This is an optimization exercise on Yosys and OpenROAD, whose aim is small area, not a production implementation. Only simulation tests tie the RTL to the original design; equivalence was not proved. Power is estimated from default activity; no workload was simulated.

## design/flow/run.sh

```bash
#!/bin/bash
# synth_recipe.tcl (not shown) runs the flow's synth.tcl, then flattens the netlist and writes it again
# the make line also repeats each setting of config.mk as NAME=value (left out here)
make -C /OpenROAD-flow-scripts/flow DESIGN_CONFIG=/design/flow/config.mk WORK_HOME=/design/flow/orfs CLKGATE_MAP_FILE= SYNTH_SCRIPT=/design/flow/synth_recipe.tcl finish
```

## design/flow/config.mk

```make
export PLATFORM = sky130hd
export DESIGN_NAME = cpu_top
export DESIGN_NICKNAME = cpu_top
export VERILOG_FILES = /design/flow/design.v
export SDC_FILE = /design/flow/constraint.sdc
export NUM_CORES = 4
export LEC_CHECK = 0
export CAP_MARGIN = 20
export CORE_MARGIN = 2
export CORE_UTILIZATION = 45
export PLACE_DENSITY = 0.6
export SETUP_SLACK_MARGIN = 0.5
export SLEW_MARGIN = 20
```

## design/flow/constraint.sdc

```tcl
create_clock -name core_clock -period 14.0 [get_ports {clk_i}]
set_input_delay 2.8000 -clock core_clock [delete_from_list [all_inputs] [get_ports {clk_i}]]
set_output_delay 2.8000 -clock core_clock [all_outputs]
set_load 0.01 [all_outputs]
```

## design/flow/design.v

```verilog
`timescale 1ns/100ps
module reg32bit #(parameter [31:0] RESET_VALUE = 32'h00000000) (
  input        clk,
  input        rst_n,
  input        wr_en_i,
  input  wire [31:0] reg_i,
  output reg  [31:0] reg_o
);
  always @(posedge clk or negedge rst_n) begin
    if (!rst_n)
      reg_o <= RESET_VALUE;
    else if (wr_en_i)
      reg_o <= reg_i;
    else
      reg_o <= reg_o;
  end
endmodule
`timescale 1ns/100ps
module ifu (
  input   clk,
  input   rst_n,
  output  [31:0] pc_o
);
  wire [31:0] next_pc;
  reg32bit #(.RESET_VALUE(32'h00000000))  
           reg32bit_pc_inst(.clk  (clk),
                            .rst_n(rst_n),
                            .wr_en_i(1'b1),  
                            .reg_i(next_pc),
                            .reg_o(pc_o));
  assign next_pc = pc_o + 32'd4;  
endmodule
`timescale 1ns/100ps
module regfile #(parameter NUM_REGS=32)
(
  input          clk,      
  input          rst_n,    
  input          wr_en,    
  input   [ 4:0] rs1_i,    
  input   [ 4:0] rs2_i,    
  input   [ 4:0] rd_i,    
  input   [31:0] wdata_i,  
  output  wire [31:0] rs1_o,    
  output  wire [31:0] rs2_o     
);
  reg [31:0] x [0:NUM_REGS-1];
  always @(posedge clk or negedge rst_n) begin
    if (!rst_n)
    begin
      x[ 0] <= 32'd0;
      x[ 1] <= 32'd0;
      x[ 2] <= 32'd0;
      x[ 3] <= 32'd0;
      x[ 4] <= 32'd0;
      x[ 5] <= 32'd0;
      x[ 6] <= 32'd0;
      x[ 7] <= 32'd0;
      x[ 8] <= 32'd0;
      x[ 9] <= 32'd0;
      x[10] <= 32'd0;
      x[11] <= 32'd0;
      x[12] <= 32'd0;
      x[13] <= 32'd0;
      x[14] <= 32'd0;
      x[15] <= 32'd0;
      x[16] <= 32'd0;
      x[17] <= 32'd0;
      x[18] <= 32'd0;
      x[19] <= 32'd0;
      x[20] <= 32'd0;
      x[21] <= 32'd0;
      x[22] <= 32'd0;
      x[23] <= 32'd0;
      x[24] <= 32'd0;
      x[25] <= 32'd0;
      x[26] <= 32'd0;
      x[27] <= 32'd0;
      x[28] <= 32'd0;
      x[29] <= 32'd0;
      x[30] <= 32'd0;
      x[31] <= 32'd0;
    end
    else if (wr_en && (rd_i != 5'd0)) begin
      x[rd_i] <= wdata_i;
    end
  end
  assign rs1_o = x[rs1_i];
  assign rs2_o = x[rs2_i];
endmodule
`timescale 1ns/100ps
module decode 
  (
    input              clk_i,
    input              rst_n_i,
    input              wr_en_i,
    input       [31:0] instruction_i,
    input       [31:0] alu_result_i,
    input       [31:0] load_data_i,
    output      [ 2:0] funct3_o,
    output             op_type_o,
    output      [11:0] imm_o,
    output reg  [ 4:0] shamt_o,
    output reg         load_en_o,
    output      [31:0] rs1_data_o,
    output reg  [31:0] operand2_o
  );
  wire [ 6:0] opcode_s;
  wire [31:0] rs2_data_s;
  reg [31:0] rf_wdata_q;
  always @*
  begin
      rf_wdata_q = 32'd0;
      rf_wdata_q = load_en_o ? load_data_i : alu_result_i;
  end
  regfile regfile_inst(.clk    (clk_i),
                       .rst_n  (rst_n_i),
                       .wr_en  (wr_en_i),
                       .rs1_i  (instruction_i[19:15]),
                       .rs2_i  (instruction_i[24:20]),
                       .rd_i   (instruction_i[11: 7]),
                       .wdata_i(rf_wdata_q),
                       .rs1_o  (rs1_data_o),
                       .rs2_o  (rs2_data_s)
                       );
  assign op_type_o = instruction_i[30] &
                     ((opcode_s == 7'b0110011) ||
                      ((opcode_s == 7'b0010011) && (funct3_o == 3'b101)));
  assign imm_o     = instruction_i[31:20];
  assign opcode_s  = instruction_i[ 6: 0];
  assign funct3_o  = instruction_i[14:12];
  always @(*)
  begin
    operand2_o   = 32'd0;
    shamt_o      = 5'd0;
    load_en_o    = 1'b0;
    case(opcode_s)
      7'b0110011:
      begin
        operand2_o   = rs2_data_s;
        shamt_o      = rs2_data_s[4:0];
      end
      7'b0010011: 
      begin
        operand2_o   = {{20{imm_o[11]}}, imm_o};
        shamt_o      = instruction_i[24:20];
      end
      7'b0000011: 
      begin
        load_en_o   = 1'b1;
      end
      default: begin end
    endcase
  end
endmodule
`timescale 1ns/100ps
module alu (
  input              op_type_i,
  input  wire [31:0] rs1_data_i,
  input       [31:0] operand2_i,
  input  wire [ 2:0] funct3_i,
  input  wire [ 4:0] shamt_i,
  output reg  [31:0] alu_result_o
);
  wire signed [31:0] rs1_signed_s = rs1_data_i;
  wire        [31:0] sra_result_s = rs1_signed_s >>> shamt_i;
  always @(*) 
  begin
    case (funct3_i)
      3'b000: alu_result_o = (op_type_i) ? (rs1_data_i - operand2_i) : (rs1_data_i + operand2_i); 
      3'b010: alu_result_o = { 31'd0, ($signed(rs1_data_i) < $signed(operand2_i)) }; 
      3'b011: alu_result_o = { 31'd0, (rs1_data_i < operand2_i) }; 
      3'b100: alu_result_o = rs1_data_i ^  operand2_i;
      3'b110: alu_result_o = rs1_data_i |  operand2_i;
      3'b111: alu_result_o = rs1_data_i &  operand2_i;  
      3'b001: alu_result_o = (rs1_data_i << shamt_i);
      3'b101: alu_result_o = (op_type_i) ? sra_result_s : (rs1_data_i >> shamt_i);
      default:
        alu_result_o = 32'hDEADC0DE; 
    endcase
  end
endmodule
`timescale 1ns/100ps
module ld_st_unit (
  input             clk_i,
  input             rst_n_i,
  input             load_en_i,
  input      [11:0] offset_i,
  input      [ 2:0] funct3_i,
  input      [31:0] rs1_data_i,
  output reg [31:0] ld_address_o
  );
  always @(*)
  begin
    ld_address_o = 32'd0;
    if (load_en_i)
    begin
      case (funct3_i)
        3'b010: ld_address_o = rs1_data_i + {{20{offset_i[11]}}, offset_i}; 
        default: begin end
      endcase
    end
  end
endmodule
`timescale 1ns/100ps
module cpu_top(
  input         clk_i,
  input         rst_n_i,
  input         wr_en_i,
  input  [31:0] instr_i,
  input  [31:0] mem_rdata_i,
  output [31:0] pc_o,
  output [31:0] mem_addr_o,
  output        mem_rd_o,
  output [31:0] alu_result_o,
  output        z_flag_o
);
  wire sysclk, op_type_s, data_read_en_s, load_en_s;
  wire [31:0] rs1_data_s, operand2_s, instruction_s, alu_result_s, ld_address_s;
  wire [ 4:0] shamt_s;
  wire [11:0] imm_s;
  wire [ 2:0] funct3_s;
  wire [31:0] pc_s, data_address_s, load_data_s;
  assign alu_result_o = alu_result_s;
  assign z_flag_o     = ~(|alu_result_s);
  assign sysclk = clk_i;
  ifu i_ifu(
    .clk  (sysclk),
    .rst_n(rst_n_i),
    .pc_o (pc_s)
  );
  assign data_address_s = ld_address_s;
  assign data_read_en_s = load_en_s;
  assign pc_o           = pc_s;
  assign mem_addr_o     = data_address_s;
  assign mem_rd_o       = data_read_en_s;
  assign instruction_s  = instr_i;
  assign load_data_s    = mem_rdata_i;
  decode i_decode(
    .clk_i         (sysclk),
    .rst_n_i       (rst_n_i),
    .wr_en_i       (wr_en_i),
    .instruction_i (instruction_s),
    .alu_result_i  (alu_result_s),
    .load_data_i   (load_data_s),
    .funct3_o      (funct3_s),
    .op_type_o     (op_type_s),
    .imm_o         (imm_s),
    .shamt_o       (shamt_s),
    .load_en_o     (load_en_s),
    .rs1_data_o    (rs1_data_s),
    .operand2_o    (operand2_s)
  );
  alu i_alu(
    .op_type_i    (op_type_s),
    .rs1_data_i   (rs1_data_s),
    .operand2_i   (operand2_s),
    .funct3_i     (funct3_s),
    .shamt_i      (shamt_s),
    .alu_result_o (alu_result_s)
  );
  ld_st_unit i_ld_st_unit(
    .clk_i        (sysclk),
    .rst_n_i      (rst_n_i),
    .load_en_i    (load_en_s),
    .funct3_i     (funct3_s),
    .offset_i     (imm_s),
    .rs1_data_i   (rs1_data_s),
    .ld_address_o (ld_address_s)
  );
endmodule
```

==> flow_metrics.tcl <==
set metrics [dict create \
    worst_ir_drop_vdd_mv 0.107 \
    die_width_um 376 \
    globalRouteMet3Util 0.205 \
    postLayoutCellArea_um2 71800 \
    hold_class "reg2reg" \
    number_of_flops_mapped_to_enable_cells_by_yosys 0 \
    postSynthAreaPerCell_um2 8.27 \
    ys_ff_latch 1054 \
    grt_util_all_layers 0.511 \
    startpoint_kind_of_the_worst_setup_timing_path "input port" \
    buffer_ports.inserted 162 \
    worst-path-max-fanout 19 \
    timing.final.hold_violations 0 \
    rsz_0062_raised_after_global_routing "false" \
    worstSkewPairLatency_ps 830 \
    cts_tree "done" \
    placed_area_um2 67400 \
    cp_top_family "compound AO/OA/AOI/OAI gates" \
    ioPinCount 165 \
    final_clock_period_utilization_by_the_worst_path 0.948 \
    die_area_um2 141000 \
    critical_path_class "in2out" \
    vias_in_the_first_global_route 62800 \
    post-route-drc-count 0 \
    critical-path-top-cell-by-count "sky130_fd_sc_hd__buf_4" \
    synthCells 7531 \
    drt_pre_antenna_iters 8 \
    via_per_inst 7.19 \
    crit_slowest_cell "sky130_fd_sc_hd__clkdlybuf4s50_1" \
    setup.reg_to_reg.worst_slack_ps 6930 \
    most_common_cell_after_layout_fill_and_taps_aside "sky130_fd_sc_hd__nand2_1" \
    power_leakage_nw 32.8 \
    met1_usage 0.636 \
    rows 136 \
    drt_first_iter_violations 11500 \
    yosysSeqAreaShare 0.423 \
    dp_worst_setup_slack_ps 506 \
    slew_violations 0 \
    gr-max-usage-layer "met2" \
    synth.yosys.warnings 6 \
    slew-limit-headroom 0.143 \
    clock_tree_buffer_depth 3 \
    worstMarginPinSlew_ps 1280 \
    critPathRequiredTime_ps 11200 \
    final.setup.worst_slack_ps 731 \
    wl_um 369000 \
    estimated_wirelength_of_the_detail_placed_design_um 250000 \
    status "complete, no violations" \
    utilization 0.522 \
    ys.flop_type "sky130_fd_sc_hd__dfrtp_1" \
    worst_ep_arrival_time_ps 10470 \
    route.antenna.remaining_nets 0 \
    largest_net_degree_at_the_start_of_global_routing 169 \
    synth.lib_cells_used.distinct 96 \
    tritoncts.num_buffers 114 \
    cts.reportedPaths.clkPinSlew_ps 60 \
    numPlacedInstances 9176 \
    final-instance-count-excl-fill 9447 \
    coreArea_um2 137000 \
    worst_clock_skew_ps 128 \
    antenna_found_initial 33 \
    async_flop_share 1.00 \
    finish.net_count 7726 \
    drive_gt1_frac 0.116 \
    routability_cong 1.07 \
    wl_per_cell_um 39.0 \
    min_period_ps 13270 \
    pwr_per_cell_area_nw_per_um2 103 \
    clkSinkCount 1054 \
    synth_area_um2 62300 \
    timing.setup.tns_ps 0 \
    ctsHoldBuffers 0 \
    cts_root_buffer "sky130_fd_sc_hd__clkbuf_16" \
    die_height_um 376 \
    timing.final.setup_violations 0 \
    end_kind "output pin" \
    overflow 0 \
    max_cap_violations 0 \
    grtUsageMet2 0.714 \
    most-common-layout-cells "sky130_fd_sc_hd__nand2_1 (1407), sky130_fd_sc_hd__o21ai_0 (1136), sky130_fd_sc_hd__dfrtp_1 (1054)" \
    syn_to_final_growth_pct 15.2 \
    h-tree-depth 3 \
    grt_pass1_wl_um 508000 \
    fmax_achieved_ghz 0.0754 \
    crit_path_buf_inv_count 7 \
    cp_slowest_stage_delay_ps 560 \
    start_util 0.453 \
    via_total_after_detailed_routing 67900 \
]
metal layers:
| layer | vias up | share of wire |
|---|---|---|
| li1 | 27300 | - |
| met1 | 32600 | 0.36 |
| met2 | 6136 | 0.40 |
| met3 | 1814 | 0.15 |
| met4 | 12 | 0.094 |
| met5 | - | 0.00069 |
cell families after synthesis:
kind of cell | synth area share
and+or+nand+nor | 0.219
AOI/OAI and AO/OA | 0.243
DFF | 0.423
buffers and inverters | 0.0532
muxes | 0.0237
adders and majority gates | 0.0269
xor gates and xnor gates | 0.0114
other | 0.0000602
worst register-to-register path, stage by stage (launching register included):
cell and delay (ps):
sky130_fd_sc_hd__dfrtp_1 420, sky130_fd_sc_hd__mux2_2 330, sky130_fd_sc_hd__a22oi_1 590, sky130_fd_sc_hd__nand4_1 170, sky130_fd_sc_hd__nor4_1 470, sky130_fd_sc_hd__a21oi_1 250
sky130_fd_sc_hd__ha_1 470, sky130_fd_sc_hd__o211ai_1 130, sky130_fd_sc_hd__a21o_1 210, sky130_fd_sc_hd__a21oi_1 300, sky130_fd_sc_hd__o31ai_2 130, sky130_fd_sc_hd__buf_4 160
sky130_fd_sc_hd__o21ai_0 390, sky130_fd_sc_hd__a2111oi_1 160, sky130_fd_sc_hd__nor3_1 470, sky130_fd_sc_hd__a31oi_1 220, sky130_fd_sc_hd__a21boi_0 230, sky130_fd_sc_hd__o21ai_1 130
sky130_fd_sc_hd__o31ai_1 130, sky130_fd_sc_hd__xnor2_1 140, sky130_fd_sc_hd__a2111oi_1 400, sky130_fd_sc_hd__buf_4 190, sky130_fd_sc_hd__nand2_1 100, sky130_fd_sc_hd__o21ai_4 410
sky130_fd_sc_hd__o21ai_0 290
final timing paths:
check	to	depth (start not counted)	startpoint
min	i_decode.regfile_inst.x[0][29]	0	i_decode.regfile_inst.x[0][29]
max reg2reg	i_decode.regfile_inst.x[5][25]	24	i_decode.regfile_inst.x[24][3]
max in group asynchronous	i_decode.regfile_inst.x[21][20]	3	rst_n_i
min reg2reg	i_decode.regfile_inst.x[0][29]	0	i_decode.regfile_inst.x[0][29]
max	z_flag_o	28	instr_i[17]
min in group asynchronous	i_decode.regfile_inst.x[15][18]	1	rst_n_i
final cells by class:
type	instances	area (um2)
Sequential cell	1054	26400
Inverter	115	432
Fill cell	13100	65700
Tap cell	1794	2240
Clock buffer	156	3210
Multi-Input combinational cell	5644	33500
Antenna cell	28	70.1
Timing Repair Buffer	598	5140
Clock inverter	58	756
what timing repair did:
item                                    4_1_cts  5_1_grt
pin swaps                                     1        9
cloned                                        0        1
endpoints found under the setup margin        1        3
resized for setup                             1       26
buffers inserted                              0       26
cells in the mapped netlist, types with 80 or more instances:
cell type	n	area [um2]
sky130_fd_sc_hd__o21ai_0	1143	5720
sky130_fd_sc_hd__nor2_1	303	1140
sky130_fd_sc_hd__clkbuf_1	607	2280
sky130_fd_sc_hd__a21oi_1	165	826
sky130_fd_sc_hd__nand4_1	101	632
sky130_fd_sc_hd__nand2_1	1431	5370
sky130_fd_sc_hd__and3_1	373	2330
sky130_fd_sc_hd__inv_1	111	417
sky130_fd_sc_hd__ha_1	129	1610
sky130_fd_sc_hd__nand3_1	292	1460
sky130_fd_sc_hd__dfrtp_1	1054	26400
sky130_fd_sc_hd__a22oi_1	532	3990
sky130_fd_sc_hd__a2111oi_0	106	928
sky130_fd_sc_hd__mux2i_1	80	801
per-stage QoR:
| step | total power (W) | hold WS, ps |
|---|---|---|
| finish | 0.00741 | 399 |
| global route | 0.00754 | 408 |
| CTS | 0.00733 | 398 |
| detailed placement | 0.00417 | 385 |
| global placement | 0.00416 | 384 |
| floorplan | 0.00366 | 442 |
report_power, final:
| group | total [W] | switching [W] | internal (W) | leakage (nW) |
|---|---|---|---|---|
| sequential | 0.00328 | 0.000123 | 0.00315 | 14.6 |
| combinational | 0.000900 | 0.000666 | 0.000235 | 16.2 |
| clock | 0.00323 | 0.00141 | 0.00182 | 1.92 |
flip-flops by register name, summed over array words and instances, names as in the netlist:
name                          flops
i_decode.regfile_inst.x        1024
i_ifu.reg32bit_pc_inst.reg_o     30

what the ideal ports hide:
The flow's constraints put no driver on any port. The routed layout listed below was extracted and timed again, unchanged, in two steps. Step 1: set_driving_cell puts a clkbuf_16 on clk_i and a buf_2 on each other input, an assumption about the parent block. Step 2 also shifts input and output timing later by t, the mid clock arrival at the registers, as if the neighbouring blocks saw the same clock. Three values: no drivers, after step 1, after step 2; two values: the first two.
shift t [ns]: 0.847
setup WS [ns]: 0.731 / 0.680 / 0.680
hold slack, ns: 0.399 / 0.399 / 0.399
latest minus earliest clock arrival (ns): 0.128 / 0.128
worst slew at a driven data input, ns: 0.08
After both steps this run still meets setup and hold. The setup slack of this run moves by -0.051 ns with the drivers and by -0.051 ns with both steps.
